Background: an optimization exercise with open tools, aiming at small area. Do not read the settings as production practice. In this exercise RTL edits were held to simulation tests only and were not proved equivalent to the original. No activity file was given, so power comes from the tool's default toggle rates.

==> design.v <==
module breakout(
    input  logic clk,
    input  logic right,
    input  logic left,
    input  logic reset,
    output logic [2:0] red,
    output logic [2:0] green,
    output logic [2:0] blue,
    output logic hsync,
    output logic vsync
    );
function automatic logic geq(input logic [9:0] x, input logic [9:0] k);
  geq = 1'b1;
  for (int i = 0; i < 10; i++) geq = k[i] ? (x[i] & geq) : (x[i] | geq);
endfunction
function automatic logic leq(input logic [9:0] x, input logic [9:0] k);
  leq = !geq(x, k + 10'd1);
endfunction
logic [9:0] hc, vc;
wire hend = hc[9] & hc[8] & (&hc[4:0]);         
wire vend = vc[9] & vc[3];                      
always_ff @(posedge clk)
  if (reset) begin
    hc <= 0; vc <= 0;
  end else if (hend) begin
    hc <= 0;
    vc <= vend ? 10'd0 : vc + 10'd1;
  end else
    hc <= hc + 10'd1;
assign hsync = (|hc[9:7]) | (hc[6] & hc[5]);    
assign vsync = |vc[9:1];                        
wire ax = !(hc[9] & (hc[8] | hc[7]));            
wire ay = !(vc[9] | (&vc[8:5]));                 
wire area = ax & ay;
wire top    = ax & !geq(vc, 10'd11);             
wire bottom = ax & (vc[9:2] == 8'b01110111);     
wire lft    = ay & (hc[9:2] == 8'd0);            
wire rgt    = ay & (hc[9:2] == 8'b10011111) & (hc[1] | hc[0]);   
wire border = lft | rgt | top;
wire h0     = (hc == 10'd0);
wire v480   = (vc == 10'd480);
wire eof    = h0 & v480;
logic [8:0] padp;      
logic [9:0] nbx;       
logic [8:0] nby;       
logic xdir, ydir, xb, yb;
logic [5:0] mt;        
logic [99:0] q;
logic cur;         
logic hitflag;     
logic filling;     
logic wide, fast;  
wire pup = right;
wire pdn = left & !right;
logic [8:0] pt;
logic pones, pzeros;
always_comb begin
  pt[0] = pup | pdn;
  pt[1] = pup ? !padp[0] : (pdn & padp[0]);
  pones  = pup & (padp[1] | padp[0]);
  pzeros = pdn & !(padp[1] & padp[0]);
  for (int i = 2; i < 9; i++) begin
    pt[i] = pones | pzeros;
    pones  = pones & padp[i];
    pzeros = pzeros & !padp[i];
  end
end
always_ff @(posedge clk)
  if (reset) padp <= 9'd280;
  else padp <= padp ^ pt;
logic [6:0] pe;
logic pc;
always_comb begin
  pc = 1'b1;
  for (int i = 0; i < 7; i++) begin
    pe[i] = hc[i] ^ !padp[i] ^ pc;
    pc = (hc[i] & !padp[i]) | (hc[i] & pc) | (!padp[i] & pc);
  end
end
wire [2:0] phi = {1'b0, padp[8:7]} + {2'b0, !pc};
wire prange = (|pe[6:2]) & (wide ? !(pe[6] & pe[5] & pe[4] & pe[3] & (pe[2] | pe[1] | pe[0]))
                                 : !geq({3'b0, pe}, 10'd85));
wire paddle = (vc[9:3] == 7'b0110111) & (hc[9:7] == phi) & prange;
wire xplus = xdir ^ xb;
wire yplus = ydir ^ yb;
wire [9:0] xdelta = xplus ? (fast ? 10'h3FB : 10'h3FD) : (fast ? 10'd5 : 10'd3);
wire [8:0] ydelta = yplus ? (fast ? 9'h1FB : 9'h1FD) : (fast ? 9'd5 : 9'd3);
wire [9:0] xop = hc | (eof ? xdelta : 10'd0);           
wire [9:0] yop = eof ? {1'b0, ydelta} : vc;
logic [10:0] xs;
logic xc;
always_comb begin
  xc = !eof;
  for (int i = 0; i < 10; i++) begin
    xs[i] = xop[i] ^ nbx[i] ^ xc;
    xc = (xop[i] & nbx[i]) | (xop[i] & xc) | (nbx[i] & xc);
  end
  xs[10] = xc;
end
logic [10:0] ys;
logic yc;
wire [10:0] ya = {1'b0, yop};
wire [10:0] yb_ = {2'b11, nby};
always_comb begin
  yc = !eof;
  for (int i = 0; i < 11; i++) begin
    ys[i] = ya[i] ^ yb_[i] ^ yc;
    yc = (ya[i] & yb_[i]) | (ya[i] & yc) | (yb_[i] & yc);
  end
end
wire bx0 = &nbx;                                   
wire by0 = &nby;                                   
wire xwin = h0 ? bx0 : (xs[10] & (xs[9:3] == 7'd0) & !(xs[2] & xs[1]));
wire ywin = eof ? (geq({1'b0, nby}, 10'd31) & !geq({1'b0, nby}, 10'd37))
                : (!ys[10] & (ys[9:3] == 7'd0) & !(ys[2] & ys[1]));
wire ball = xwin & ywin;
wire zero = bx0 & by0;
logic [7:0] row;
logic incol, c5, c6;
always_comb begin
  for (int r = 0; r < 8; r++) row[r] = geq(vc, 30 + 30*r) && leq(vc, 50 + 30*r);
  incol = 1'b0;
  for (int c = 0; c < 12; c++)
    incol = incol | (geq(hc, 13 + 52*c) && leq(hc, 55 + 52*c));
  c5 = geq(hc, 273) && leq(hc, 315);
  c6 = geq(hc, 325) && leq(hc, 367);
end
wire inrow = |row;
wire inbrick = inrow & incol;
wire hit = ball & inbrick;
wire tap = (row[0] & q[0])  | (row[1] & q[1])  | (row[2] & q[2])  | (row[3] & q[3]) |
           (row[4] & q[24]) | (row[5] & q[25]) | (row[6] & q[26]) | (row[7] & q[27]);
wire wb = hitflag & !incol;    
wire bpix = cur & !hitflag & inbrick;
wire bR = bpix & (row[0] | row[1] | row[6] | row[7]);
wire bB = bpix & (row[2] | row[3]);
wire bG = bpix & !row[0] & !row[1] & !(row[2] & (c5 | c6));
logic [99:0] qn;
always_comb begin
  qn = {q[0] | filling, q[99:1]};
  qn[55] = q[56] & !(wb & row[0]);
  qn[56] = q[57] & !(wb & row[1]);
  qn[57] = q[58] & !(wb & row[2]);
  qn[58] = q[59] & !(wb & row[3]);
  qn[79] = q[80] & !(wb & row[4]);
  qn[80] = q[81] & !(wb & row[5]);
  qn[81] = q[82] & !(wb & row[6]);
  qn[82] = q[83] & !(wb & row[7]);
end
always_ff @(posedge clk) begin
  filling <= reset | (filling & !hend);
  hitflag <= hit | (hitflag & incol);
  q <= qn;
  if (!incol) cur <= tap;
  wide <= !filling & (wide | (hit & row[2] & c5));
  fast <= !filling & (fast | (hit & row[2] & c6));
end
wire missed = area & (mt != 0);
wire common = missed | border | paddle | ball;
wire ri = common | bR;
wire gi = common | bG;
wire bi = common | bB;
assign red = {3{ri}};
assign green = {3{gi}};
assign blue = {3{bi}};
always_ff @(posedge clk)
  if (reset) begin
    nbx <= 10'h3FF; nby <= 9'h1FF;
  end else if (eof) begin
    if (zero) begin
      nbx <= ~10'd25; nby <= ~9'd280;
    end else begin
      nbx <= xs[9:0];
      nby <= ys[8:0];
    end
  end
always_ff @(posedge clk)
  if (reset) begin
    xb <= 0; yb <= 0; mt <= 0; xdir <= 1; ydir <= 1;
  end else if (!eof) begin
    if (ball & (lft | rgt)) xb <= 1;
    if (ball & (top | bottom | (paddle & ydir))) yb <= 1;
    if (ball & bottom) mt <= 6'd60;
  end else if (zero) begin
    xdir <= 1; ydir <= 1; xb <= 0; yb <= 0;
  end else begin
    if (xb) xdir <= ~xdir;
    if (yb) ydir <= ~ydir;
    xb <= 0; yb <= 0;
    if (mt != 0) mt <= mt - 6'd1;
  end
endmodule
==> flow/run.sh <==
#!/bin/bash
# Layout flow: the standard synthesis, then the combinational logic is
# mapped again with an area-oriented ABC script (every register, its name and
# its cell are kept), then the standard layout from the floorplan on.
set -euo pipefail
F=$(cd "$(dirname "${BASH_SOURCE[0]}")" && pwd)
W=$(pwd)
R=$W/orfs/results/$FLOW_PLATFORM/breakout/base
LIB=$FLOW_HOME/platforms/sky130hd/lib/sky130_fd_sc_hd__tt_025C_1v80.lib

bash standard.sh synth > synth_standard.log 2>&1
cp $R/1_2_yosys.v $W/netlist_standard.v

python3 $F/gen_models.py $LIB $W/comb_models.v > gen_models.log 2>&1
sed -e "s#LIBFILE#$LIB#g" -e "s#MODELS#$W/comb_models.v#" -e "s#NETLIST#$W/netlist_standard.v#" \
    -e "s#SCRIPT#$F/area.abc#" -e "s#STATFILE#$W/remap_stat.txt#" -e "s#OUTFILE#$W/netlist_remapped.v#" \
    $F/remap.ys.tmpl > $W/remap.ys
yosys -s $W/remap.ys > remap_yosys.log 2>&1

cp $W/netlist_remapped.v $R/1_2_yosys.v
rm -f $R/1_synth.odb $R/1_synth.sdc
bash standard.sh finish > layout.log 2>&1
==> flow/area.abc <==
strash; dch -f; amap; strash; dch -f; amap; topo
==> flow/gen_models.py <==
#!/usr/bin/env python3
# Writes Verilog models of the combinational cells of a liberty file.
import re, sys
lib = open(sys.argv[1]).read()
out = open(sys.argv[2], 'w')
i = 0
n = len(lib)
def block_end(s, start):
    depth = 0
    j = start
    while j < len(s):
        c = s[j]
        if c == '{': depth += 1
        elif c == '}':
            depth -= 1
            if depth == 0: return j
        j += 1
    return -1
count = 0
for m in re.finditer(r'\n\s*cell\s*\(\s*"?([\w]+)"?\s*\)\s*\{', lib):
    name = m.group(1)
    b0 = lib.index('{', m.start())
    b1 = block_end(lib, b0)
    body = lib[b0+1:b1]
    if re.search(r'\n\s*(ff|latch|statetable|ff_bank)\s*\(', body): continue
    if 'three_state' in body: continue
    pins = []
    for pm in re.finditer(r'\n\s*pin\s*\(\s*"?([\w]+)"?\s*\)\s*\{', body):
        p0 = body.index('{', pm.start()); p1 = block_end(body, p0)
        pb = body[p0+1:p1]
        d = re.search(r'direction\s*:\s*"?(\w+)"?', pb)
        f = re.search(r'\n\s*function\s*:\s*"([^"]*)"', pb)
        pins.append((pm.group(1), d.group(1) if d else None, f.group(1) if f else None))
    outs = [p for p in pins if p[1] == 'output']
    ins = [p for p in pins if p[1] == 'input']
    if not outs or any(p[2] is None for p in outs): continue
    ports = [p[0] for p in ins] + [p[0] for p in outs]
    out.write('module %s(%s);\n' % (name, ', '.join(ports)))
    for p in ins: out.write('  input %s;\n' % p[0])
    for p in outs:
        e = p[2].replace('+', '|').replace('*', '&')
        out.write('  output %s;\n  assign %s = %s;\n' % (p[0], p[0], e))
    out.write('endmodule\n')
    count += 1
print(count, 'combinational cells')
==> flow/remap.ys.tmpl <==
read_liberty -lib LIBFILE
read_verilog -overwrite MODELS
read_verilog NETLIST
hierarchy -top breakout
flatten
techmap
opt -purge
abc -liberty LIBFILE -dont_use sky130_fd_sc_hd__probe_p_8 -dont_use sky130_fd_sc_hd__probec_p_8 -dont_use *lpflow* -script SCRIPT
opt_clean -purge
hilomap -singleton -hicell sky130_fd_sc_hd__conb_1 HI -locell sky130_fd_sc_hd__conb_1 LO
splitnets
opt_clean -purge
tee -o STATFILE stat -liberty LIBFILE
write_verilog -noattr -nohex -nodec OUTFILE
==> standard.sh <==
#!/bin/bash
# synth_recipe.tcl (not shown) runs the flow's synth.tcl, then flattens the netlist and writes it again
# the make line also repeats each setting of config.mk as NAME=value (left out here)
make -C /OpenROAD-flow-scripts/flow DESIGN_CONFIG=/design/flow/config.mk WORK_HOME=/design/flow/orfs CLKGATE_MAP_FILE= SYNTH_SCRIPT=/design/flow/synth_recipe.tcl "${@:-finish}"
==> config.mk <==
export PLATFORM = sky130hd
export DESIGN_NAME = breakout
export DESIGN_NICKNAME = breakout
export VERILOG_FILES = /design/flow/design.v
export SDC_FILE = /design/flow/constraint.sdc
export NUM_CORES = 4
export LEC_CHECK = 0
export CAP_MARGIN = 20
export CORE_MARGIN = 2
export CORE_UTILIZATION = 40
export CTS_BUF_LIST = sky130_fd_sc_hd__clkbuf_8
export SLEW_MARGIN = 20
==> constraint.sdc <==
create_clock -name core_clock -period 8.0 [get_ports {clk}]
set_input_delay 1.6000 -clock core_clock [delete_from_list [all_inputs] [get_ports {clk}]]
set_output_delay 1.6000 -clock core_clock [all_outputs]
set_load 0.01 [all_outputs]
==> impl_results.md, run 1 <==
- Outcome: no timing/DRC/antenna violations
- Max Transition Viols Final: 0
- I/O pins: 15
- DRT Wirelength: 15600 um
- Clk network pwr share: 0.403
- LEAKAGE: 2.61 nW
- P_sw: 393 uW
- Switching share of power: 0.266
- Row cnt: 45
- Clock latency (worst-skew pair): 0.45 ns
- Routability cong.: 0.899
- Maximum VDD drop: 0.125 mV
- Nets: 806
- CTS Sinks: 163
- Die Area: 0.0165 mm2
- ANT cells: 0
- Starting Density: 0.408
- First-pass GRT wire length: 25100 um
- CTS tree: yes
- Vias in the first global route: 5064
- Layout area overhead: 15.5%
- Final Hold Fails: 0
- CTS buffer count: 17
- Sequential Power Share: 0.558
- Port Buffers: 14
- Crit Path Category: register to output pin
- Min Tclk post-route: 7.48 ns
- Syn Area/Cell: 8.17 um2
- Clock transition at path regs: 0.10 ns
- Drt drc: 0
- Internal: 1.08 mW
- Crit path required time: 6.40 ns
- DRT antenna net count: 0
- Critical Path Fanout Max: 9
- DR vias: 5477
- CP Launch Type: register
- Unrepaired setup endpoints after global routing: no
- Setup violations, final: 0
- Worst-Margin Slew: 0.654 ns
- Power share of the combinational group: 0.039
- H-tree lvl count: 4
- Placeable Area: 0.0151 mm2
- Synth Instances: 757
- Wire length per cell: 15.6 um
- Critical Path AT: 5.88 ns
- Post-synthesis instance area: 0.00618 mm2
- Max-Cap Viols: 0
- Fin crit share: 0.934
- Die Ht: 128 um
- Mapped Nets: 761
- Final setup TNS: 0 ns
- DR vias/cell: 5.46
- Clock Skew: 0.0126 ns
- Initial antenna violation count: 0
- GRT Total Usage: 0.195
- Clock root buffer: clkbuf_8
- Number of synthesis warnings: 1
- Worst slew margin: 0.560
- Post-Route Utilization: 0.472
- Largest net degree at the start of global routing: 22
- Worst setup EP type: output pin
- Hold Path Class: register to register
- CTS max path bufs: 2
- First DRT Iteration DRCs: 506
- Power per cell area: 207 mW/mm2
- First-pass DRT Iterations: 5
- Grt total ovfl: 0
- DP HPWL: 11500 um
- Die span in x: 128 um
- F_max: 134 MHz
- Layout cell share with drive strength beyond 1: 0.0699
## state kept, by name, indices dropped and copies added, names as in the netlist, 6 cells and up
signal and count:
mt 6, q 100, padp 9, hc 10, nby 9, vc 10
nbx 10
## metrics by stage
stage          total power, mW  std cells  hold slack, ns  cell area, um2  setup slack (ns)
2_1_floorplan            0.879        757           0.310            6180             0.562
3_3_place_gp             0.897        968           0.310            6630             0.723
3_5_place_dp             0.897        968           0.312            6630             0.461
4_1_cts                   1.49       1000           0.320            7050            0.0146
5_1_grt                   1.54       1003           0.312            7140            0.0280
6_report                  1.48       1003           0.318            7140             0.525
## layer usage
layer	vias up	track usage	wire, um
met3	38	0.0507	905
li1	2760	-	-
met4	0	0.0789	447
met1	2500	0.265	7540
met2	179	0.297	6710
met5	-	0	0
## critical path, stage by stage, from the launching register on
cell and delay (ns):
dfxtp_1 0.44, nor2_1 0.17, nand2_1 0.12, or3_4 0.44
nor4_2 0.22, clkinv_1 0.14, o21ai_1 0.22, nor2_1 0.06
o21ai_1 0.20, o21ai_0 0.17, o22ai_1 0.24, nand2_1 0.08
o21ai_0 0.12, nand2_1 0.08, o21ai_0 0.14, o21ai_0 0.18
or4b_1 0.54, or4_1 0.53, o21a_1 0.16, a221oi_2 0.20
buf_4 0.19, nor4_2 0.06, o21ai_0 0.14, clkdlybuf4s50_1 0.60
## worst paths after layout
check        start     end  slack (ns)  cells after the start
min          q[91]   q[90]        0.32                      0
max reg2reg  hc[2]   mt[1]        2.93                     22
min reg2reg  q[91]   q[90]        0.32                      0
max          hc[2]  red[1]        0.52                     23
## power groups by stage
stage	Clock (mW)	Combinational (mW)	Sequential, mW
after floorplan	0	0.0389	0.840
after global placement	0	0.0558	0.841
after detailed placement	0	0.0558	0.842
after CTS	0.613	0.0561	0.823
after global routing	0.648	0.0657	0.824
final	0.594	0.0580	0.823
## cells in the final DEF, fill, tap and decap left out, types with 7 or more instances in the layout
cell / n
a211oi_1: 11
a21oi_1: 55
nor2_1: 167
nor3_1: 24
a31oi_1: 13
buf_4: 12
or4_1: 7
nand2_1: 64
o22ai_1: 11
o21ai_0: 53
o22a_1: 9
dfxtp_1: 161
nand3_1: 17
clkinv_1: 73
clkbuf_8: 18
clkdlybuf4s50_1: 7
dlymetal6s2s_1: 7
nand4_1: 8
## repair_timing
item	4_1_cts	5_1_grt
endpoints found under the setup margin	9	9
hold buffers	0	0
gates resized for setup	1	24
buffers inserted	0	3
pin swaps	0	2
## cell type report
cell class / instances / area [um2]
multi-input cells: 520 / 2690
clock buffers: 18 / 248
repair buffers: 26 / 248
well taps: 188 / 235
fillers: 1439 / 8000
inverters: 74 / 282
clock inverters: 14 / 163
flip-flops and latches: 163 / 3270
==> inputs of run 2 (changes only) <==
--- a/design.v
+++ b/design.v
@@ -50,5 +50,6 @@
 logic hitflag;     
 logic filling;     
-logic wide, fast;  
+logic wide;        
+wire fast = !q[26];    
 wire pup = right;
 wire pdn = left & !right;
@@ -98,11 +99,11 @@
   xs[10] = xc;
 end
-logic [10:0] ys;
+logic [9:0] ys;
 logic yc;
-wire [10:0] ya = {1'b0, yop};
-wire [10:0] yb_ = {2'b11, nby};
+wire [9:0] ya = yop;
+wire [9:0] yb_ = {1'b1, nby};
 always_comb begin
   yc = !eof;
-  for (int i = 0; i < 11; i++) begin
+  for (int i = 0; i < 10; i++) begin
     ys[i] = ya[i] ^ yb_[i] ^ yc;
     yc = (ya[i] & yb_[i]) | (ya[i] & yc) | (yb_[i] & yc);
@@ -113,9 +114,9 @@
 wire xwin = h0 ? bx0 : (xs[10] & (xs[9:3] == 7'd0) & !(xs[2] & xs[1]));
 wire ywin = eof ? (geq({1'b0, nby}, 10'd31) & !geq({1'b0, nby}, 10'd37))
-                : (!ys[10] & (ys[9:3] == 7'd0) & !(ys[2] & ys[1]));
+                : ((ys[9:3] == 7'd0) & !(ys[2] & ys[1]));
 wire ball = xwin & ywin;
 wire zero = bx0 & by0;
 logic [7:0] row;
-logic incol, c5, c6;
+logic incol, c56;
 always_comb begin
   for (int r = 0; r < 8; r++) row[r] = geq(vc, 30 + 30*r) && leq(vc, 50 + 30*r);
@@ -123,6 +124,5 @@
   for (int c = 0; c < 12; c++)
     incol = incol | (geq(hc, 13 + 52*c) && leq(hc, 55 + 52*c));
-  c5 = geq(hc, 273) && leq(hc, 315);
-  c6 = geq(hc, 325) && leq(hc, 367);
+  c56 = geq(hc, 273) && leq(hc, 367);
 end
 wire inrow = |row;
@@ -135,5 +135,5 @@
 wire bR = bpix & (row[0] | row[1] | row[6] | row[7]);
 wire bB = bpix & (row[2] | row[3]);
-wire bG = bpix & !row[0] & !row[1] & !(row[2] & (c5 | c6));
+wire bG = bpix & !row[0] & !row[1] & !(row[2] & c56);
 logic [99:0] qn;
 always_comb begin
@@ -153,6 +153,5 @@
   q <= qn;
   if (!incol) cur <= tap;
-  wide <= !filling & (wide | (hit & row[2] & c5));
-  fast <= !filling & (fast | (hit & row[2] & c6));
+  if (h0) wide <= !q[74];
 end
 wire missed = area & (mt != 0);
--- a/flow/run.sh
+++ b/flow/run.sh
@@ -2,5 +2,6 @@
 # Layout flow: the standard synthesis, then the combinational logic is
 # mapped again with an area-oriented ABC script (every register, its name and
-# its cell are kept), then the standard layout from the floorplan on.
+# its cell are kept), then the standard layout from the floorplan on,
+# with the make settings listed in make_args.txt (one per line).
 set -euo pipefail
 F=$(cd "$(dirname "${BASH_SOURCE[0]}")" && pwd)
@@ -20,3 +21,7 @@
 cp $W/netlist_remapped.v $R/1_2_yosys.v
 rm -f $R/1_synth.odb $R/1_synth.sdc
-bash standard.sh finish > layout.log 2>&1
+ARGS=()
+if [[ -f $F/make_args.txt ]]; then
+  while IFS= read -r line; do [[ -n "$line" ]] && ARGS+=("$line"); done < $F/make_args.txt
+fi
+bash standard.sh "${ARGS[@]}" finish > layout.log 2>&1
==> flow/make_args.txt (new file) <==
CTS_ARGS=-sink_clustering_enable -sink_clustering_size 30 -sink_clustering_max_diameter 100 -repair_clock_nets -buf_list sky130_fd_sc_hd__clkbuf_8 -dont_use_dummy_load
BUFFER_PORTS_ARGS=-buffer_cell sky130_fd_sc_hd__buf_1
==> run 2 against run 1 <==
Effect of this change: still clean on timing, DRC and antenna; design area shrank 4.3%; sequential power about the same; register-to-register slack got worse by 0.67 ns; first-iteration DRC count down 2.0%; cell count fell by 1.6%; sequential cell count down 1; via count fell by 0.51%; clock skew rose by 0.025 ns; largest power group unchanged.
==> impl_results.md, run 2 <==
- Critical Path AT: 5.65 ns
- Syn Area/Cell: 8.16 um2
- Vias in the first global route: 5018
- Drt drc: 0
- CTS buffer count: 17
- Worst setup EP type: output pin
- Crit path required time: 6.40 ns
- DP HPWL: 11100 um
- Outcome: no timing/DRC/antenna violations
- Critical Path Fanout Max: 12
- Mapped Nets: 760
- Post-Route Utilization: 0.451
- Hold Slack: 0.320 ns
- Clock transition at path regs: 0.10 ns
- First DRT Iteration DRCs: 496
- Clock root buffer: clkbuf_8
- Fin crit share: 0.907
- Sequential Power Share: 0.623
- Switching share of power: 0.224
- Clk network pwr share: 0.333
- CTS Sinks: 162
- P_sw: 295 uW
- Crit Path Category: register to output pin
- First-pass GRT wire length: 24700 um
- Most common cell after layout, fill and taps aside: dfxtp_1
- H-tree lvl count: 4
- DRT Wirelength: 15300 um
- Nets: 805
- Largest reg by FF count: q
- Setup violations, final: 0
- CP Launch Type: register
- Most frequent cells in the layout: dfxtp_1, nor2_1, clkinv_1
- Hold Path Class: register to register
- DRT antenna net count: 0
- Layout area overhead: 10.8%
- Number of flip-flops in the largest register: 100
- Max Transition Viols Final: 0
- Power per cell area: 192 mW/mm2
- Max-Cap Viols: 0
- # hold bufs at CTS: 0
- Port Buffers: 14
- Worst-Margin Slew: 0.821 ns
- Fill count: 1471
- Clock Skew: 0.0374 ns
- Wire length per cell: 15.5 um
- Min Tclk post-route: 7.25 ns
- Layout cell share with drive strength beyond 1: 0.0513
- Synth Instances: 756
- Row cnt: 45
- Area after DPL: 0.00649 mm2
- Cell area after layout: 0.00683 mm2
- Grt total ovfl: 0
- DR vias/cell: 5.52
- Initial antenna violation count: 0
- First-pass DRT Iterations: 5
- Maximum VDD drop: 0.143 mV
- Worst slew margin: 0.448
- Number of synthesis warnings: 1
- I/O pins: 15
- Clock latency (worst-skew pair): 0.46 ns
- Largest net degree at the start of global routing: 21
- CTS tree: yes
- Power share of the combinational group: 0.044
- Final setup TNS: 0 ns
- Die span in x: 128 um
- Final Hold Fails: 0
- Overall Power: 1.31 mW
- Starting Density: 0.407
- Die Area: 0.0164 mm2
- GRT Total Usage: 0.193
- LEAKAGE: 2.51 nW
- CTS max path bufs: 2
- F_max: 138 MHz
- Internal: 1.02 mW
- Placeable Area: 0.0151 mm2
- Routability cong.: 0.906
- DR vias: 5449
- Die Ht: 128 um
- Post-synthesis instance area: 0.00617 mm2
- ANT cells: 0
run 2: area by class of cell:
cell class / instances / area (um2) / area share
clock buffers: 17 / 234 / 0.0342
well taps: 188 / 235 / 0.0344
repair buffers: 26 / 143 / 0.0209
flip-flops and latches: 162 / 3260 / 0.478
inverters: 82 / 319 / 0.0467
multi-input cells: 512 / 2640 / 0.386
run 2: worst paths after layout:
kind	startpoint	to	cells past startpoint	slack, ns
min	q[30]	q[29]	0	0.32
min reg2reg	q[30]	q[29]	0	0.32
max reg2reg	hc[4]	mt[1]	27	2.26
max	hc[4]	blue[2]	27	0.75
run 2: through the flow:
step / cells / worst slack [ns]
6_report: 987 / 0.746
5_1_grt: 987 / -0.00266
2_1_floorplan: 756 / 0.980
4_1_cts: 980 / 0.0736
3_3_place_gp: 963 / 0.809
3_5_place_dp: 963 / 0.570
run 2: power by group through the flow:
stage	combinational, mW	sequential, mW	clock, mW
global route	0.0659	0.820	0.487
detailed placement	0.0561	0.838	0
finish	0.0578	0.820	0.437
global placement	0.0551	0.838	0
CTS	0.0564	0.819	0.457
floorplan	0.0404	0.837	0
run 2: metal layers:
layer	vias up	routed length, um	global-route usage
li1	2735	-	-
met1	2524	7120	0.245
met2	153	6930	0.310
met3	37	720	0.0472
met4	0	500	0.0866
met5	-	0	0
run 2: critical path, stage by stage (launching register included):
cell	delay, ns
dfxtp_1	0.44
nor2_4	0.23
nand4_1	0.15
nor2_2	0.22
clkinv_1	0.13
nor3_1	0.16
buf_4	0.23
clkinvlp_4	0.19
o21ai_1	0.23
nor2_1	0.06
o21ai_1	0.17
o21ai_0	0.16
o22ai_1	0.22
nand2_1	0.08
o21ai_0	0.13
nand2_1	0.09
o21ai_0	0.13
nand2_1	0.08
o21ai_0	0.14
o21ai_0	0.17
or4b_1	0.49
a2111oi_1	0.28
o211ai_1	0.16
o22a_1	0.22
nor3_2	0.18
nor4b_2	0.12
o21ai_0	0.17
buf_1	0.19
run 2: repair_timing:
action	in CTS	in global routing
gates resized for setup	0	17
endpoints found under the hold margin	0	0
setup buffers	0	7
setup endpoints to repair	0	9
==> inputs of run 3 (changes only) <==
==> flow/make_args.txt (replaced) <==
CTS_ARGS=-sink_clustering_enable -sink_clustering_size 40 -sink_clustering_max_diameter 200 -repair_clock_nets -buf_list sky130_fd_sc_hd__clkbuf_16 -dont_use_dummy_load
BUFFER_PORTS_ARGS=-buffer_cell sky130_fd_sc_hd__buf_1
==> run 3 against run 2 <==
Effect of this change: clock skew decreased by 0.013 ns; largest cell class unchanged; global-route usage increased by 0.071 points; routed wire length increased by 0.86%; still clean; combinational power increased by 0.7%; utilization increased by 1.3 points; clock-buffer cell count unchanged; critical endpoint unchanged; synthesized area unchanged; cell count unchanged.
==> impl_results.md, run 3 <==
- ANT cells: 0
- Drt drc: 0
- Largest reg by FF count: q
- GRT Total Usage: 0.193
- Setup violations, final: 0
- Power share of the combinational group: 0.038
- Dpl cells: 963
- Mapped Nets: 760
- CTS Sinks: 162
- Hold Path Origin: q[79]
- Hold EP: q[78]
- Routability cong.: 0.906
- Die span in x: 128 um
- Synth Instances: 756
- DRT antenna net count: 0
- Crit path required time: 6.40 ns
- Sequential Power Share: 0.539
- Cell Count, Final, Fillers Out: 987
- Most frequent cells in the layout: dfxtp_1, nor2_1, clkinv_1
- Largest net degree at the start of global routing: 21
- Maximum VDD drop: 0.149 mV
- R2R Setup Slk: 2.27 ns
- Min Tclk post-route: 7.21 ns
- CP Launch Type: register
- Die Ht: 128 um
- Row cnt: 45
- Power per cell area: 217 mW/mm2
- Worst slew margin: 0.444
- I/O pins: 15
- Largest incremental delay on the critical path: 0.49 ns
- Hold Path Class: register to register
- Clock root buffer: clkbuf_16
- Hold path depth: 0
- Syn Area/Cell: 8.16 um2
- Most frequent CP cell: o21ai_0
- CTS tree: yes
- Max Transition Viols Final: 0
- Number of flip-flops in the largest register: 100
- Max-Cap Viols: 0
- # hold bufs at CTS: 0
- Die Area: 0.0164 mm2
- LEAKAGE: 2.60 nW
- Vias in the first global route: 5056
- Unrepaired setup endpoints after global routing: no
- Wire length per cell: 15.6 um
- Fin crit share: 0.902
- P_sw: 321 uW
- Post-synthesis instance area: 0.00617 mm2
- DR vias/cell: 5.55
- CTS max path bufs: 2
- Final setup TNS: 0 ns
- Final Hold Fails: 0
- Crit Path Category: register to output pin
- Starting Density: 0.407
- Most common cell after layout, fill and taps aside: dfxtp_1
- Number of synthesis warnings: 1
- DR vias: 5478
- Layout cell share with drive strength beyond 1: 0.0513
- Worst reg2reg path endpoint: mt[1]
- Outcome: no timing/DRC/antenna violations
- Placeable Area: 0.0151 mm2
- Clock Skew: 0.0248 ns
- First-pass GRT wire length: 25000 um
- Nets: 805
- DRT Wirelength: 15400 um
- Switching share of power: 0.211
- Grt total ovfl: 0
- Worst setup EP type: output pin
- H-tree lvl count: 4
- Worst Reg2Reg Path Length in Cells: 27
- Clk network pwr share: 0.423
- CTS buffer count: 17
- Worst-Margin Slew: 0.827 ns
- DP HPWL: 11100 um
- F_max: 139 MHz
- Critical path buffers and inverters: 4
- Internal: 1.20 mW
- Critical Path Fanout Max: 12
- First DRT Iteration DRCs: 504
- Initial antenna violation count: 0
- Clock transition at path regs: 0.06 ns
- Clock latency (worst-skew pair): 0.42 ns
- Layout area overhead: 13.9%
- Critical Path AT: 5.61 ns
- Worst r2r src: hc[4]
- First-pass DRT Iterations: 6
- Top delay family on crit path: compound AO/OA/AOI/OAI gates
- Port Buffers: 14
- Critical path's slowest cell: or4b_1
[run 3: cell types whose count changed in the layout (fill, tap and decap cells not counted)]
cell,delta
clkbuf_16,+17
clkbuf_8,-17
[run 3: worst max path at each step]
stage                from       end  depth (start not counted)
floorplan           vc[5]   blue[0]                         24
global placement    hc[5]   blue[1]                         29
detailed placement  hc[5]    red[0]                         29
CTS                 hc[5]    red[0]                         29
global route        hc[4]  green[1]                         27
finish              hc[4]   blue[2]                         27
[run 3: final cells by class]
cell class              instances  area (um2)
multi-input cells             512        2640
inverters                      82         319
well taps                     188         235
repair buffers                 26         143
clock buffers                  17         425
flip-flops and latches        162        3260
fillers                      1438        8120
[run 3: routing by layer]
layer,part of all wire,track usage,vias to the layer above
met5,0,0,-
met4,0.033,0.0795,0
met3,0.050,0.0434,37
met2,0.46,0.318,177
met1,0.46,0.246,2528
li1,-,-,2736
[run 3: power by group through the flow]
stage	registers (mW)	clock network, mW	logic [mW]
6_report	0.821	0.644	0.0582
5_1_grt	0.821	0.694	0.0662
4_1_cts	0.820	0.662	0.0567
3_5_place_dp	0.838	0	0.0561
3_3_place_gp	0.838	0	0.0551
2_1_floorplan	0.837	0	0.0404
[run 3: worst reg2reg max path, delay by kind of cell (launching register included)]
kind | cells | cell delay [ns]
AOI/OAI and AO/OA | 12 | 2.20
buffers and inverters | 3 | 0.56
DFF | 1 | 0.44
and+or+nand+nor | 12 | 2.41
[run 3: what timing repair did]
action / CTS / global route
hold endpoints to repair: 0 / 0
buffers inserted: 0 / 7
setup endpoints to repair: 0 / 9
gates resized for setup: 0 / 17
[run 3: stage by stage]
| stage | setup slack [ns] | total power, mW | instance area (um2) | hold slack (ns) | utilization |
|---|---|---|---|---|---|
| 3_3_place_gp | 0.809 | 0.893 | 6490 | 0.310 | 0.429 |
| 2_1_floorplan | 0.980 | 0.877 | 6170 | 0.310 | - |
| 4_1_cts | 0.118 | 1.54 | 6920 | 0.323 | 0.457 |
| 6_report | 0.785 | 1.52 | 7020 | 0.320 | 0.464 |
| 3_5_place_dp | 0.570 | 0.894 | 6490 | 0.312 | 0.429 |
| 5_1_grt | 0.0441 | 1.58 | 7020 | 0.326 | 0.464 |
==> inputs of run 4 (changes only) <==
==> flow/make_args.txt (replaced) <==
CTS_ARGS=-sink_clustering_enable -repair_clock_nets -buf_list sky130_fd_sc_hd__clkbuf_8 -dont_use_dummy_load
BUFFER_PORTS_ARGS=-buffer_cell sky130_fd_sc_hd__buf_1
--- a/config.mk
+++ b/config.mk
@@ -8,5 +8,6 @@
 export CAP_MARGIN = 20
 export CORE_MARGIN = 2
-export CORE_UTILIZATION = 40
+export CORE_UTILIZATION = 60
 export CTS_BUF_LIST = sky130_fd_sc_hd__clkbuf_8
+export GPL_TIMING_DRIVEN = 0
 export SLEW_MARGIN = 20
==> run 4 against run 3 <==
Effect of this change: register-to-register slack lost 0.27 ns; clock power decreased by 34%; routed wire length fell by 9.0%; worst hold slack got worse by 0.0048 ns; critical path type unchanged; critical path depth down 1; setup slack got worse by 0.28 ns; non-clock buffer count decreased by 7; synthesized cell count is the same; via count shrank 0.58%; sequential power hardly changed.
==> impl_results.md, run 4 <==
- Outcome: no timing/DRC/antenna violations
- Vias in the first global route: 4995
- Syn Area/Cell: 8.16 um2
- Worst r2r src: hc[6]
- Setup violations, final: 0
- Routability cong.: 0.934
- CTS buffer count: 17
- Largest net degree at the start of global routing: 20
- Placeable Area: 0.0101 mm2
- Die Ht: 105 um
- Largest incremental delay on the critical path: 0.51 ns
- Layout area overhead: 9.33%
- ANT cells: 0
- Met2 Wirelength: 6390 um
- Hold Path Origin: q[63]
- CTS tree: yes
- Cell Count, Final, Fillers Out: 928
- Area after DPL: 0.00641 mm2
- Grt total ovfl: 0
- Die Area: 0.0111 mm2
- Row cnt: 37
- Most common cell after layout, fill and taps aside: dfxtp_1
- Crit Path Category: register to output pin
- LEAKAGE: 2.50 nW
- Most frequent cells in the layout: dfxtp_1, nor2_1, clkinv_1
- Worst Setup Slack, final: 0.504 ns
- Largest reg by FF count: q
- Clock transition at path regs: 0.09 ns
- DP HPWL: 10000 um
- Hold Slack: 0.315 ns
- F_max: 133 MHz
- Pre-CTS WS: -0.289 ns
- Hold path depth: 0
- Worst-Margin Slew: 0.925 ns
- Number of flip-flops in the largest register: 100
- Most frequent CP cell: o21ai_0
- Drt drc: 0
- Min Tclk post-route: 7.50 ns
- DR vias/cell: 5.87
- Critical Path Fanout Max: 12
- Final setup TNS: 0 ns
- CTS max path bufs: 2
- DRT Wirelength: 14000 um
- H-tree lvl count: 4
- Layout cell share with drive strength beyond 1: 0.0480
- Fin crit share: 0.937
- Mapped Nets: 760
- DRT antenna net count: 0
- Maximum VDD drop: 0.286 mV
- Clock root buffer: clkbuf_8
- CTS Sinks: 162
- R2R Setup Slk: 2.00 ns
- Worst reg2reg path endpoint: mt[1]
- First-pass DRT Iterations: 6
- Nets: 798
- Final Hold Fails: 0
- Port Buffers: 14
- Post-Route Utilization: 0.665
- DR vias: 5446
- Met3 WL: 854 um
- GRT Total Usage: 0.260
- Cell area after layout: 0.00674 mm2
- Overall Power: 1.31 mW
- First DRT Iteration DRCs: 469
- Synth Instances: 756
- Starting Density: 0.608
- Worst setup EP type: output pin
- Top layer reached by signal wires: met4
- Power per cell area: 194 mW/mm2
- Worst slew margin: 0.374
- WL met1: 6350 um
- Die span in x: 105 um
- Hold EP: q[62]
- Dpl cells: 907
- Clock Skew: 0.0256 ns
- Max-Cap Viols: 0
- Wire length per cell: 15.1 um
- I/O pins: 15
- Post-synthesis instance area: 0.00617 mm2
- Crit path required time: 6.40 ns
- First-pass GRT wire length: 23000 um
- Critical path's slowest cell: or4b_1
- Critical Path AT: 5.90 ns
- Worst Reg2Reg Path Length in Cells: 26
- Clock latency (worst-skew pair): 0.45 ns
- Max Transition Viols Final: 0
- Hold Path Class: register to register
- Number of synthesis warnings: 1
- CP Launch Type: register
- Initial antenna violation count: 0
[run 4: report_power, final]
group | switching (mW) | internal (mW) | leakage (nW)
combinational | 0.0388 | 0.0180 | 1.05
sequential | 0.00634 | 0.814 | 1.32
clock | 0.241 | 0.187 | 0.122
[run 4: worst max-delay path, delay by kind of cell (launching register included)]
family | cells | cell delay (ns)
AO/OA/AOI/OAI | 12 | 2.34
buffers and inverters | 4 | 0.83
flip-flops | 1 | 0.48
AND/OR/NAND/NOR | 10 | 1.80
[run 4: worst max-delay path by stage]
stage,start,end,slack [ns],cells past startpoint
5_1_grt,hc[9],green[1],-0.02,26
2_1_floorplan,vc[5],blue[0],0.98,24
4_1_cts,hc[9],green[1],0.02,26
3_5_place_dp,hc[5],green[1],-0.29,26
3_3_place_gp,hc[9],blue[0],-0.75,26
6_report,hc[6],green[1],0.50,26
[run 4: area by class of cell]
class | instances | area [um2]
Clock buffer | 17 | 234
Sequential cell | 162 | 3260
Fill cell | 879 | 3390
Tap cell | 136 | 170
Inverter | 82 | 319
Timing Repair Buffer | 19 | 87.6
Multi-Input combinational cell | 512 | 2670
[run 4: timing repair]
item | CTS | global route
gates cloned | 0 | 0
hold buffers | 0 | 0
pin swaps | 1 | 0
setup buffers | 1 | 3
endpoints found under the setup margin | 9 | 9
gates resized for setup | 3 | 19
[run 4: layer usage]
layer  vias up  track usage
met4         0        0.118
met5         -            0
met3        51       0.0612
met2       199        0.413
li1       2721            -
met1      2475        0.338
==> inputs of run 5 (changes only) <==
==> flow/area.abc (replaced) <==
strash; dc2; &get -n; &deepsyn -T 30; &put; dc2; dch -f; amap; topo
==> run 5 against run 4 <==
Effect of this change: first-iteration DRC count decreased by 16%; sequential cell count unchanged; design area decreased by 0.61%; non-clock buffer count increased by 1; register-to-register slack got worse by 0.07 ns; sequential power about the same; clock skew increased by 0.0033 ns; cell count decreased by 4.5%.
==> impl_results.md, run 5 <==
- Die Area: 0.0108 mm2
- Power share of the combinational group: 0.061
- Routability cong.: 0.913
- GRT Total Usage: 0.261
- Power per cell area: 199 mW/mm2
- Clock Skew: 0.0288 ns
- LEAKAGE: 2.44 nW
- H-tree lvl count: 4
- Post-synthesis instance area: 0.00601 mm2
- Number of synthesis warnings: 1
- Max Transition Viols Final: 0
- P_sw: 303 uW
- I/O pins: 15
- Worst slew margin: 0.290
- DR vias/cell: 5.85
- Clock transition at path regs: 0.08 ns
- Layout cell share with drive strength beyond 1: 0.0903
- Clk network pwr share: 0.324
- Outcome: no timing/DRC/antenna violations
- Hold path depth: 0
- Hold EP: q[59]
- Final Hold Fails: 0
- Critical Path Fanout Max: 11
- Initial antenna violation count: 1
- R2R Setup Slk: 1.93 ns
- Area after DPL: 0.00624 mm2
- Crit Path Category: register to output pin
- Met3 usage: 0.0752
- CTS buffer count: 17
- GRT Max-Usage Layer: met2
- CP Launch Type: register
- First-pass GRT wire length: 22500 um
- Met2 usage: 0.400
- Number of flip-flops in the largest register: 100
- Nets: 759
- Met1 Resource Use GR: 0.345
- Starting Density: 0.618
- Post-Route Utilization: 0.689
- F_max: 132 MHz
- Max-Cap Viols: 0
- First-pass DRT Iterations: 6
- Placeable Area: 0.00973 mm2
- Final setup TNS: 0 ns
- Hold Path Origin: q[60]
- Row cnt: 36
- Worst-Margin Slew: 1.07 ns
- Worst Reg2Reg Path Length in Cells: 35
- Internal: 1.03 mW
- Critical Path AT: 6.00 ns
- Die Ht: 104 um
- Most frequent CP cell: o21ai_2
- Syn Area/Cell: 8.40 um2
- CTS max path bufs: 2
- Most frequent cells in the layout: dfxtp_1, nor2_1, clkinv_1
- DR vias: 5186
- DP HPWL: 9530 um
- Switching share of power: 0.227
- Hold Path Class: register to register
- Most common cell after layout, fill and taps aside: dfxtp_1
- Drt drc: 0
- Grt total ovfl: 0
- Worst setup EP type: output pin
- First DRT Iteration DRCs: 392
- Min Tclk post-route: 7.60 ns
- Setup violations, final: 0
- ANT cells: 0
- CTS Sinks: 162
- Clock latency (worst-skew pair): 0.45 ns
- Fin crit share: 0.950
- Clock root buffer: clkbuf_8
- Sequential Power Share: 0.615
- Layout area overhead: 11.5%
- Mapped Nets: 720
- Wire length per cell: 15.5 um
- Worst reg2reg path endpoint: mt[0]
- Worst Setup Slack, final: 0.399 ns
- DRT Wirelength: 13700 um
- Cell area after layout: 0.00670 mm2
- Synth Instances: 716
- DRT antenna net count: 0
- CTS tree: yes
- Largest net degree at the start of global routing: 22
- Pre-CTS WS: -0.993 ns
- Maximum VDD drop: 0.181 mV
- Vias in the first global route: 4741
- Die span in x: 104 um
- Largest incremental delay on the critical path: 0.39 ns
- Critical path's slowest cell: dfxtp_4
- Largest reg by FF count: q
- Port Buffers: 14
- Crit path required time: 6.40 ns
- # hold bufs at CTS: 0
- Worst r2r src: hc[9]
-- run 5: final cells by class --
cell class | instances | area, um2
Tap cell | 133 | 166
Fill cell | 821 | 3030
Sequential cell | 162 | 3270
Timing Repair Buffer | 20 | 106
Multi-Input combinational cell | 473 | 2610
Inverter | 81 | 317
Clock buffer | 17 | 234
-- run 5: layer usage --
layer	vias to the layer above	share of wire
met4	2	0.027
met3	42	0.061
met2	171	0.46
met1	2375	0.45
met5	-	0.00095
li1	2596	-
-- run 5: power by group through the flow --
stage | combinational, mW | clock (mW) | sequential [mW]
after floorplan | 0.0529 | 0 | 0.837
after global placement | 0.0659 | 0 | 0.838
after detailed placement | 0.0676 | 0 | 0.839
after CTS | 0.0708 | 0.442 | 0.820
after global routing | 0.0911 | 0.471 | 0.821
final | 0.0813 | 0.431 | 0.820
-- run 5: worst max path at each step --
stage | depth (start not counted) | start | end
after detailed placement | 32 | hc[9] | green[0]
after global placement | 32 | hc[9] | blue[0]
after global routing | 37 | hc[9] | blue[1]
after floorplan | 29 | hc[3] | blue[0]
final | 37 | hc[9] | blue[2]
after CTS | 38 | hc[9] | green[0]
-- run 5: timing repair --
action / CTS / global route
resized for setup: 18 / 51
endpoints found under the hold margin: 0 / 0
setup buffers: 3 / 3
endpoints found under the setup margin: 9 / 9
pin swaps: 3 / 11
-- run 5: worst max-delay path, delay by kind of cell, from the launching register on --
family	cells	cell delay [ns]
AND/OR/NAND/NOR	15	2.24
buffers and inverters	5	0.66
AO/OA/AOI/OAI	17	2.25
flip-flops	1	0.39
-- run 5: metrics by stage --
stage          instances  hold WS (ns)  power [mW]
2_1_floorplan        716         0.310       0.890
3_3_place_gp         863         0.311       0.904
3_5_place_dp         863         0.312       0.906
4_1_cts              883         0.312        1.33
5_1_grt              886         0.320        1.38
6_report             886         0.307        1.33
==> inputs of run 6 (changes only) <==
==> flow/area.abc (replaced) <==
strash; dch -f; amap; strash; dch -f; amap; topo
--- a/config.mk
+++ b/config.mk
@@ -8,6 +8,5 @@
 export CAP_MARGIN = 20
 export CORE_MARGIN = 2
-export CORE_UTILIZATION = 60
+export CORE_UTILIZATION = 40
 export CTS_BUF_LIST = sky130_fd_sc_hd__clkbuf_8
-export GPL_TIMING_DRIVEN = 0
 export SLEW_MARGIN = 20
==> run 6 against run 5 <==
Effect of this change: critical path depth shrank 10; utilization decreased by 24 points; via count up 5.1%; clock skew increased by 0.0086 ns; cell count rose by 11%; maximum frequency increased by 4.8%; design area is 1.9% higher; register-to-register slack better by 0.33 ns; first-iteration DRC count grew 27%; routed wire length up 11%; global-route usage decreased by 6.8 points; largest cell class unchanged; highest routed layer is now met4.
==> impl_results.md, run 6 <==
- Clock transition at path regs: 0.10 ns
- Worst Reg2Reg Path Length in Cells: 27
- Max-Cap Viols: 0
- Largest reg by FF count: q
- Mapped Nets: 760
- Synth Instances: 756
- Power per cell area: 192 mW/mm2
- Placeable Area: 0.0151 mm2
- Max Transition Viols Final: 0
- Clock Skew: 0.0374 ns
- DRT Wirelength: 15300 um
- Fill count: 1471
- Initial antenna violation count: 0
- Largest net degree at the start of global routing: 21
- Vias in the first global route: 5018
- Crit path required time: 6.40 ns
- Routability cong.: 0.906
- Worst-Margin Slew: 0.821 ns
- ANT cells: 0
- Critical Path AT: 5.65 ns
- Die span in x: 128 um
- Clock latency (worst-skew pair): 0.46 ns
- Setup violations, final: 0
- # hold bufs at CTS: 0
- Hold path depth: 0
- LEAKAGE: 2.51 nW
- Critical path buffers and inverters: 4
- F_max: 138 MHz
- R2R Setup Slk: 2.26 ns
- Outcome: no timing/DRC/antenna violations
- Hold Path Origin: q[30]
- Post-synthesis instance area: 0.00617 mm2
- Most frequent cells in the layout: dfxtp_1, nor2_1, clkinv_1
- Die Area: 0.0164 mm2
- Port Buffers: 14
- Min Tclk post-route: 7.25 ns
- Critical path's slowest cell: or4b_1
- Most common cell after layout, fill and taps aside: dfxtp_1
- Final setup TNS: 0 ns
- Critical Path Fanout Max: 12
- Clock root buffer: clkbuf_8
- Layout cell share with drive strength beyond 1: 0.0513
- Final Hold Fails: 0
- Worst r2r src: hc[4]
- Top delay family on crit path: compound AO/OA/AOI/OAI gates
- Number of flip-flops in the largest register: 100
- DRT antenna net count: 0
- Worst setup EP type: output pin
- Syn Area/Cell: 8.16 um2
- Row cnt: 45
- Overall Power: 1.31 mW
- I/O pins: 15
- CP Launch Type: register
- Hold Slack: 0.320 ns
- GRT Total Usage: 0.193
- First-pass DRT Iterations: 5
- Most frequent CP cell: o21ai_0
- Die Ht: 128 um
- First DRT Iteration DRCs: 496
- CTS max path bufs: 2
- Layout area overhead: 10.8%
- Multi-input gate area: 0.00264 mm2
- Drt drc: 0
- Worst slew margin: 0.448
- Largest incremental delay on the critical path: 0.49 ns
- Wire length per cell: 15.5 um
- Starting Density: 0.407
- Sequential cell area: 0.00326 mm2
- DR vias/cell: 5.52
- Fin crit share: 0.907
- H-tree lvl count: 4
- Nets: 805
- Number of synthesis warnings: 1
- CTS Sinks: 162
- CTS tree: yes
- Hold EP: q[29]
- Grt total ovfl: 0
- First-pass GRT wire length: 24700 um
- Maximum VDD drop: 0.143 mV
- DR vias: 5449
- Worst reg2reg path endpoint: mt[1]
- CTS buffer count: 17
- DP HPWL: 11100 um
- Hold Path Class: register to register
- Crit Path Category: register to output pin
run 6: report_power, final:
group	leakage, nW	switching [mW]	internal (mW)
Clock	0.122	0.250	0.188
Combinational	1.07	0.0392	0.0186
Sequential	1.32	0.00606	0.814
run 6: area by class of cell:
class | count | share of cell area
sequential | 162 | 0.478
multi-input combinational | 512 | 0.386
inverter | 82 | 0.0467
tap | 188 | 0.0344
clock buffer | 17 | 0.0342
timing repair buffer | 26 | 0.0209
run 6: stage by stage:
step | instances | setup slack [ns] | util | cell area, um2
global route | 987 | -0.00266 | 0.451 | 6830
global placement | 963 | 0.809 | 0.429 | 6490
floorplan | 756 | 0.980 | - | 6170
CTS | 980 | 0.0736 | 0.444 | 6730
detailed placement | 963 | 0.570 | 0.429 | 6490
finish | 987 | 0.746 | 0.451 | 6830
run 6: how the worst max path moves through the flow:
| stage | startpoint | end | slack, ns | cells after the start |
|---|---|---|---|---|
| floorplan | vc[5] | blue[0] | 0.98 | 24 |
| global placement | hc[5] | blue[1] | 0.81 | 29 |
| detailed placement | hc[5] | red[0] | 0.57 | 29 |
| CTS | hc[5] | red[0] | 0.07 | 29 |
| global route | hc[4] | green[1] | -0.003 | 27 |
| finish | hc[4] | blue[2] | 0.75 | 27 |
run 6: timing repair:
action / CTS / global route
endpoints found under the setup margin: 0 / 9
resized for setup: 0 / 17
buffers inserted: 0 / 7
run 6: worst register-to-register path, delay by kind of cell, from the launching register on:
family | cells | cell delay (ns)
flops | 1 | 0.44
simple gates | 12 | 2.41
buf+inv | 3 | 0.55
compound gates | 12 | 2.21
run 6: routing by layer:
metal | share of wire | track usage
met1 | 0.47 | 0.245
met2 | 0.45 | 0.310
met3 | 0.047 | 0.0472
met4 | 0.033 | 0.0866
met5 | 0 | 0
==> inputs of run 7 (changes only) <==
--- a/design.v
+++ b/design.v
@@ -42,6 +42,6 @@
 wire eof    = h0 & v480;
 logic [8:0] padp;      
-logic [9:0] nbx;       
-logic [8:0] nby;       
+logic [10:0] xcnt;
+logic [9:0] ycnt;
 logic xdir, ydir, xb, yb;
 logic [5:0] mt;        
@@ -85,36 +85,25 @@
 wire xplus = xdir ^ xb;
 wire yplus = ydir ^ yb;
-wire [9:0] xdelta = xplus ? (fast ? 10'h3FB : 10'h3FD) : (fast ? 10'd5 : 10'd3);
-wire [8:0] ydelta = yplus ? (fast ? 9'h1FB : 9'h1FD) : (fast ? 9'd5 : 9'd3);
-wire [9:0] xop = hc | (eof ? xdelta : 10'd0);           
-wire [9:0] yop = eof ? {1'b0, ydelta} : vc;
-logic [10:0] xs;
-logic xc;
-always_comb begin
-  xc = !eof;
-  for (int i = 0; i < 10; i++) begin
-    xs[i] = xop[i] ^ nbx[i] ^ xc;
-    xc = (xop[i] & nbx[i]) | (xop[i] & xc) | (nbx[i] & xc);
-  end
-  xs[10] = xc;
-end
-logic [9:0] ys;
-logic yc;
-wire [9:0] ya = yop;
-wire [9:0] yb_ = {1'b1, nby};
-always_comb begin
-  yc = !eof;
-  for (int i = 0; i < 10; i++) begin
-    ys[i] = ya[i] ^ yb_[i] ^ yc;
-    yc = (ya[i] & yb_[i]) | (ya[i] & yc) | (yb_[i] & yc);
-  end
-end
-wire bx0 = &nbx;                                   
-wire by0 = &nby;                                   
-wire xwin = h0 ? bx0 : (xs[10] & (xs[9:3] == 7'd0) & !(xs[2] & xs[1]));
-wire ywin = eof ? (geq({1'b0, nby}, 10'd31) & !geq({1'b0, nby}, 10'd37))
-                : ((ys[9:3] == 7'd0) & !(ys[2] & ys[1]));
+wire bx0 = (xcnt == 11'd1023);                     
+wire by0 = (ycnt == 10'd480);                      
+wire zero = bx0 & by0;
+wire [9:0] xk = zero ? 10'd1000 : xplus ? (fast ? 10'd1020 : 10'd1022) : (fast ? 10'd6 : 10'd4);
+wire [10:0] xadd = eof ? {1'b0, xk} : hend ? 11'd1249 : 11'd1;    
+wire [10:0] xsum = xcnt + xadd;
+always_ff @(posedge clk)
+  if (reset) xcnt <= 11'd1023;
+  else if (eof) xcnt <= {xsum[9:0] == 10'd0, xsum[9:0]};
+  else xcnt <= xsum;
+wire ywrap = yplus ? (ycnt[9:3] == 7'b1111100) & (fast ? !(ycnt[2] & ycnt[1]) : !ycnt[2])
+                   : (fast ? (ycnt >= 10'd476) & (ycnt <= 10'd480) : (ycnt >= 10'd478) & (ycnt <= 10'd480));
+wire [9:0] yk = zero ? 10'd744 :
+                {ywrap ^ yplus, {6{yplus}}, yplus ? (fast ? 3'b011 : 3'b101) : (fast ? 3'b101 : 3'b011)};
+wire [9:0] yadd = eof ? yk : hend ? (vend ? 10'd504 : 10'd1) : 10'd0;    
+always_ff @(posedge clk)
+  if (reset) ycnt <= 10'd0;
+  else ycnt <= ycnt + yadd;
+wire xwin = (xcnt == 11'd1023) | ((xcnt[10:3] == 8'b10000000) & !(xcnt[2] & (xcnt[1] | xcnt[0])));    
+wire ywin = (ycnt[9:3] == 7'd0) & !(ycnt[2] & ycnt[1]);    
 wire ball = xwin & ywin;
-wire zero = bx0 & by0;
 logic [7:0] row;
 logic incol, c56;
@@ -165,15 +154,4 @@
 always_ff @(posedge clk)
   if (reset) begin
-    nbx <= 10'h3FF; nby <= 9'h1FF;
-  end else if (eof) begin
-    if (zero) begin
-      nbx <= ~10'd25; nby <= ~9'd280;
-    end else begin
-      nbx <= xs[9:0];
-      nby <= ys[8:0];
-    end
-  end
-always_ff @(posedge clk)
-  if (reset) begin
     xb <= 0; yb <= 0; mt <= 0; xdir <= 1; ydir <= 1;
   end else if (!eof) begin
==> flow/area.abc (replaced) <==
strash; dc2; &get -n; &deepsyn -T 30; &put; dc2; dch -f; amap; topo
--- a/config.mk
+++ b/config.mk
@@ -8,5 +8,6 @@
 export CAP_MARGIN = 20
 export CORE_MARGIN = 2
-export CORE_UTILIZATION = 40
+export CORE_UTILIZATION = 60
 export CTS_BUF_LIST = sky130_fd_sc_hd__clkbuf_8
+export GPL_TIMING_DRIVEN = 0
 export SLEW_MARGIN = 20
==> run 7 against run 6 <==
Effect of this change: critical path type is now register to register; still clean; largest power group unchanged; clock skew down 0.013 ns; setup slack better by 1.3 ns; critical endpoint is now ycnt[7]; first-iteration DRC count down 44%; clock power down 2%.
==> impl_results.md, run 7 <==
- Outcome: no timing/DRC/antenna violations
- Critical Path AT: 6.27 ns
- ANT cells: 0
- Die Ht: 104 um
- Crit Path Category: register to register
- Setup violations, final: 0
- # hold bufs at CTS: 0
- Row cnt: 36
- F_max: 168 MHz
- Initial antenna violation count: 0
- Placeable Area: 0.00973 mm2
- Post-synthesis instance area: 0.00600 mm2
- Unrepaired setup endpoints after global routing: no
- First-pass GRT wire length: 21600 um
- Worst slew margin: 0.494
- DR vias/cell: 5.67
- Vias in the first global route: 4798
- Layout area overhead: 7.58%
- Die Area: 0.0108 mm2
- Pre-CTS WS: 2.21 ns
- CTS buffer count: 17
- Clock transition at path regs: 0.08 ns
- Post-CTS setup buffer count: 0
- Power per cell area: 220 mW/mm2
- PostCTS Resize Cnt: 0
- Fin crit share: 0.742
- Grt total ovfl: 0
- First DRT Iteration DRCs: 276
- Largest reg by FF count: q
- Largest regs: q x100, xcnt x11
- GRT Total Usage: 0.247
- Final setup TNS: 0 ns
- DR vias: 4930
- Max Transition Viols Final: 0
- Routability cong.: 0.925
- Worst Setup Slack, final: 2.06 ns
- I/O pins: 15
- Worst setup EP type: register
- Clock latency (worst-skew pair): 0.44 ns
- Starting Density: 0.616
- H-tree lvl count: 4
- Largest net degree at the start of global routing: 38
- Most frequent cells in the layout: dfxtp_1, nor2_1, clkinv_1
- Syn Area/Cell: 8.49 um2
- Port Buffers: 14
- Drt drc: 0
- DRT antenna net count: 0
- Cell area after layout: 0.00645 mm2
- Crit path required time: 8.33 ns
- Post-Route Utilization: 0.663
- Cell Count, Final, Fillers Out: 870
- Nets: 743
- Most common cell after layout, fill and taps aside: dfxtp_1
- Area after DPL: 0.00622 mm2
- CP Launch Type: register
- Hold path depth: 0
- Number of synthesis warnings: 1
- Synth Instances: 706
- Clock Skew: 0.0239 ns
- First-pass DRT Iterations: 5
- LEAKAGE: 2.26 nW
- DRT Wirelength: 12400 um
- Maximum VDD drop: 0.185 mV
- Wire length per cell: 14.2 um
- CTS tree: yes
- Layout cell share with drive strength beyond 1: 0.0244
- Worst-Margin Slew: 0.749 ns
- Final Hold Fails: 0
- CTS Sinks: 164
- DP HPWL: 9050 um
- Min Tclk post-route: 5.94 ns
- Mapped Nets: 710
- Clock root buffer: clkbuf_8
- Die span in x: 104 um
- Max-Cap Viols: 0
- CTS max path bufs: 2
- Worst Reg2Reg Path Length in Cells: 27
- Number of flip-flops in the largest register: 100
- Hold Path Class: register to register
- Fill count: 871
- Critical Path Fanout Max: 6
- Dpl cells: 853
[run 7: path summary, 6_finish.rpt]
kind	startpoint	end	slack, ns
setup / recovery	hc[7]	ycnt[7]	2.06
hold / removal	q[21]	q[20]	0.32
hold reg to reg	q[21]	q[20]	0.32
setup reg to reg	hc[7]	ycnt[7]	2.06
[run 7: where the power goes]
group	switching, mW	total [mW]	internal (mW)	leakage (nW)
Sequential	0.0191	0.858	0.839	1.34
Combinational	0.0863	0.132	0.0453	0.797
Clock	0.242	0.429	0.187	0.122
[run 7: layer usage]
layer | vias up | wire length [um] | GRT usage
met5 | - | 0 | 0
met4 | 0 | 246 | 0.0898
met3 | 24 | 500 | 0.0633
met2 | 103 | 5790 | 0.404
met1 | 2275 | 5850 | 0.316
li1 | 2528 | - | -
[run 7: worst max-delay path, stage by stage, from the launching register on]
cell and delay [ns]:
dfxtp_1 0.38, nor2_1 0.17, clkinv_1 0.10, nor2_1 0.18, nand3_1 0.12, nor2_1 0.17, nor4bb_1 0.63, clkinv_1 0.35
a31oi_1 0.52, or2_0 0.21, and2_0 0.19, o21ai_0 0.11, and2_0 0.17, nor2_1 0.19, nor2_1 0.07, a21oi_1 0.18
nand2_1 0.09, o21ai_0 0.12, clkinv_1 0.19, o32ai_1 0.35, clkinv_1 0.20, nor2_1 0.22, clkinv_1 0.11, o21ai_0 0.10
nor2b_1 0.18, or2_0 0.16, o31ai_1 0.10, a211oi_1 0.24
[run 7: through the flow]
stage	total power, mW	hold slack (ns)
2_1_floorplan	0.974	0.310
3_3_place_gp	0.998	0.311
3_5_place_dp	1.01	0.312
4_1_cts	1.43	0.325
5_1_grt	1.49	0.332
6_report	1.42	0.321
[run 7: cell type report]
cell class                 count  area [um2]  share of cell area
multi-input combinational    456        2370               0.367
sequential                   164        3300               0.512
tap                          133         166              0.0258
timing repair buffer          14        53.8             0.00834
inverter                      86         323              0.0500
clock buffer                  17         234              0.0363
==> inputs of run 8 (changes only) <==
==> flow/make_args.txt (replaced) <==
CTS_ARGS=-repair_clock_nets -buf_list sky130_fd_sc_hd__clkbuf_8 -dont_use_dummy_load
BUFFER_PORTS_ARGS=-buffer_cell sky130_fd_sc_hd__buf_1
==> run 8 against run 7 <==
Effect of this change: critical path type unchanged; synthesized area did not move; cell count did not move; via count did not move; combinational power barely moved; sequential power barely moved; largest cell class unchanged.
==> impl_results.md, run 8 <==
- CTS buffer count: 17
- Hold Slack: 0.321 ns
- Top delay family on crit path: simple AND/OR/NAND/NOR gates
- DR vias/cell: 5.67
- Unrepaired setup endpoints after global routing: no
- Worst slew margin: 0.494
- Grt total ovfl: 0
- CP Launch Type: register
- PostCTS Resize Cnt: 0
- Critical Path AT: 6.27 ns
- Hold Path Origin: q[21]
- WL met1: 5850 um
- Critical path's slowest cell: nor4bb_1
- Critical Path Fanout Max: 6
- First-pass GRT wire length: 21600 um
- CTS max path bufs: 2
- Most frequent CP cell: nor2_1
- Hold path depth: 0
- First-pass DRT Iterations: 5
- DP HPWL: 9050 um
- Clock latency (worst-skew pair): 0.44 ns
- Port Buffers: 14
- Max Transition Viols Final: 0
- Starting Density: 0.616
- Min Tclk post-route: 5.94 ns
- Row cnt: 36
- Outcome: no timing/DRC/antenna violations
- Fin crit share: 0.742
- Power per cell area: 220 mW/mm2
- Number of synthesis warnings: 1
- Critical path buffers and inverters: 5
- LEAKAGE: 2.26 nW
- Largest incremental delay on the critical path: 0.63 ns
- Worst-Margin Slew: 0.749 ns
- Crit path required time: 8.33 ns
- Syn Area/Cell: 8.49 um2
- Vias in the first global route: 4798
- Placeable Area: 0.00973 mm2
- Worst setup path start: hc[7]
- ANT cells: 0
- DR vias: 4930
- Hold EP: q[20]
- Clock Skew: 0.0239 ns
- Layout area overhead: 7.58%
- Drt drc: 0
- Worst setup EP type: register
- Die Ht: 104 um
- Largest reg by FF count: q
- Synth Instances: 706
- Most frequent cells in the layout: dfxtp_1, nor2_1, clkinv_1
- Number of flip-flops in the largest register: 100
- Routability cong.: 0.925
- Worst Setup Slack, final: 2.06 ns
- Met2 Wirelength: 5790 um
- Worst Reg2Reg Path Length in Cells: 27
- Largest regs: q x100, xcnt x11
- Crit Path Category: register to register
- Final Hold Fails: 0
- Clock transition at path regs: 0.08 ns
- GRT Total Usage: 0.247
- I/O pins: 15
- Die Area: 0.0108 mm2
- Post-synthesis instance area: 0.00600 mm2
- Overall Power: 1.42 mW
- Initial antenna violation count: 0
- Clock root buffer: clkbuf_8
- # hold bufs at CTS: 0
- Top layer reached by signal wires: met4
- Largest net degree at the start of global routing: 38
- First DRT Iteration DRCs: 276
- Layout cell share with drive strength beyond 1: 0.0244
- Wire length per cell: 14.2 um
- Die span in x: 104 um
- Pre-CTS WS: 2.21 ns
- CTS Sinks: 164
- CTS tree: yes
- Max-Cap Viols: 0
- H-tree lvl count: 4
- Maximum VDD drop: 0.185 mV
- Mapped Nets: 710
- DRT Wirelength: 12400 um
- Post-CTS setup buffer count: 0
- Hold Path Class: register to register
- R2R Setup Slk: 2.06 ns
- Setup violations, final: 0
- Worst r2r src: hc[7]
- Final setup TNS: 0 ns
- Nets: 743
- Met3 WL: 500 um
- Most common cell after layout, fill and taps aside: dfxtp_1
- DRT antenna net count: 0
- F_max: 168 MHz
- Worst reg2reg path endpoint: ycnt[7]
## run 8: per-layer routing
layer / up-vias / global-route usage
li1: 2528 / -
met1: 2275 / 0.316
met2: 103 / 0.404
met3: 24 / 0.0633
met4: 0 / 0.0898
met5: - / 0
## run 8: worst max path at each step
stage                   end  slack [ns]  cells past startpoint
floorplan           ycnt[7]        3.40                     27
global placement    ycnt[7]        2.38                     28
detailed placement  ycnt[7]        2.21                     27
CTS                 ycnt[7]        2.11                     27
global route        ycnt[7]        1.35                     27
finish              ycnt[7]        2.06                     27
## run 8: cell type report
type	count	area, um2
clock buffers	17	234
repair buffers	14	53.8
multi-input cells	456	2370
fillers	871	3280
inverters	86	323
flip-flops and latches	164	3300
well taps	133	166
## run 8: through the flow
stage / cell area [um2] / util / cells
2_1_floorplan: 6000 / - / 706
3_3_place_gp: 6210 / 0.639 / 853
3_5_place_dp: 6220 / 0.639 / 853
4_1_cts: 6450 / 0.663 / 870
5_1_grt: 6450 / 0.663 / 870
6_report: 6450 / 0.663 / 870
## run 8: power by group
part           leakage (nW)  total (mW)  internal (mW)  switching (mW)
Combinational         0.797       0.132         0.0453          0.0863
Clock                 0.122       0.429          0.187           0.242
Sequential             1.34       0.858          0.839          0.0191

==> separate check: timing with driven ports <==
No port has a modelled driver above. Below, the same layouts with a new extraction and two added sets of constraints.
Step 1 (the two cells are an assumption about what drives the block):
set clk [get_ports {clk}]
set_driving_cell -lib_cell sky130_fd_sc_hd__clkbuf_16 $clk
set_driving_cell -lib_cell sky130_fd_sc_hd__buf_2 [delete_from_list [all_inputs] $clk]
Step 2 times the ports against the registers' clock, not the clock port: input delays grow and output delays shrink by t, the midpoint of the rising clock arrivals with the driver on.
Slacks: no drivers / after step 1 / after step 2; pairs: no drivers / after step 1.
run	t (ns)	slack for setup (ns)	hold slack, ns	worst setup path after step 2	worst data-port slew with drivers (ns)
run 1	0.485	0.525 / 0.486 / 0.972	0.318 / 0.318 / 0.318	register to output	0.05
run 2	0.477	0.746 / 0.709 / 1.186	0.320 / 0.320 / 0.320	register to output	0.03
run 3	0.451	0.785 / 0.746 / 1.197	0.320 / 0.320 / 0.320	register to output	0.03
run 4	0.471	0.504 / 0.469 / 0.940	0.315 / 0.315 / 0.315	register to output	0.03
run 5	0.473	0.399 / 0.363 / 0.836	0.307 / 0.307 / 0.307	register to output	0.04
run 6	0.477	0.746 / 0.709 / 1.186	0.320 / 0.320 / 0.320	register to output	0.03
run 7	0.465	2.062 / 2.062 / 2.062	0.321 / 0.321 / 0.321	register to register	0.03
run 8	0.465	2.062 / 2.062 / 2.062	0.321 / 0.321 / 0.321	register to register	0.03
After both steps every run listed still meets setup and hold.
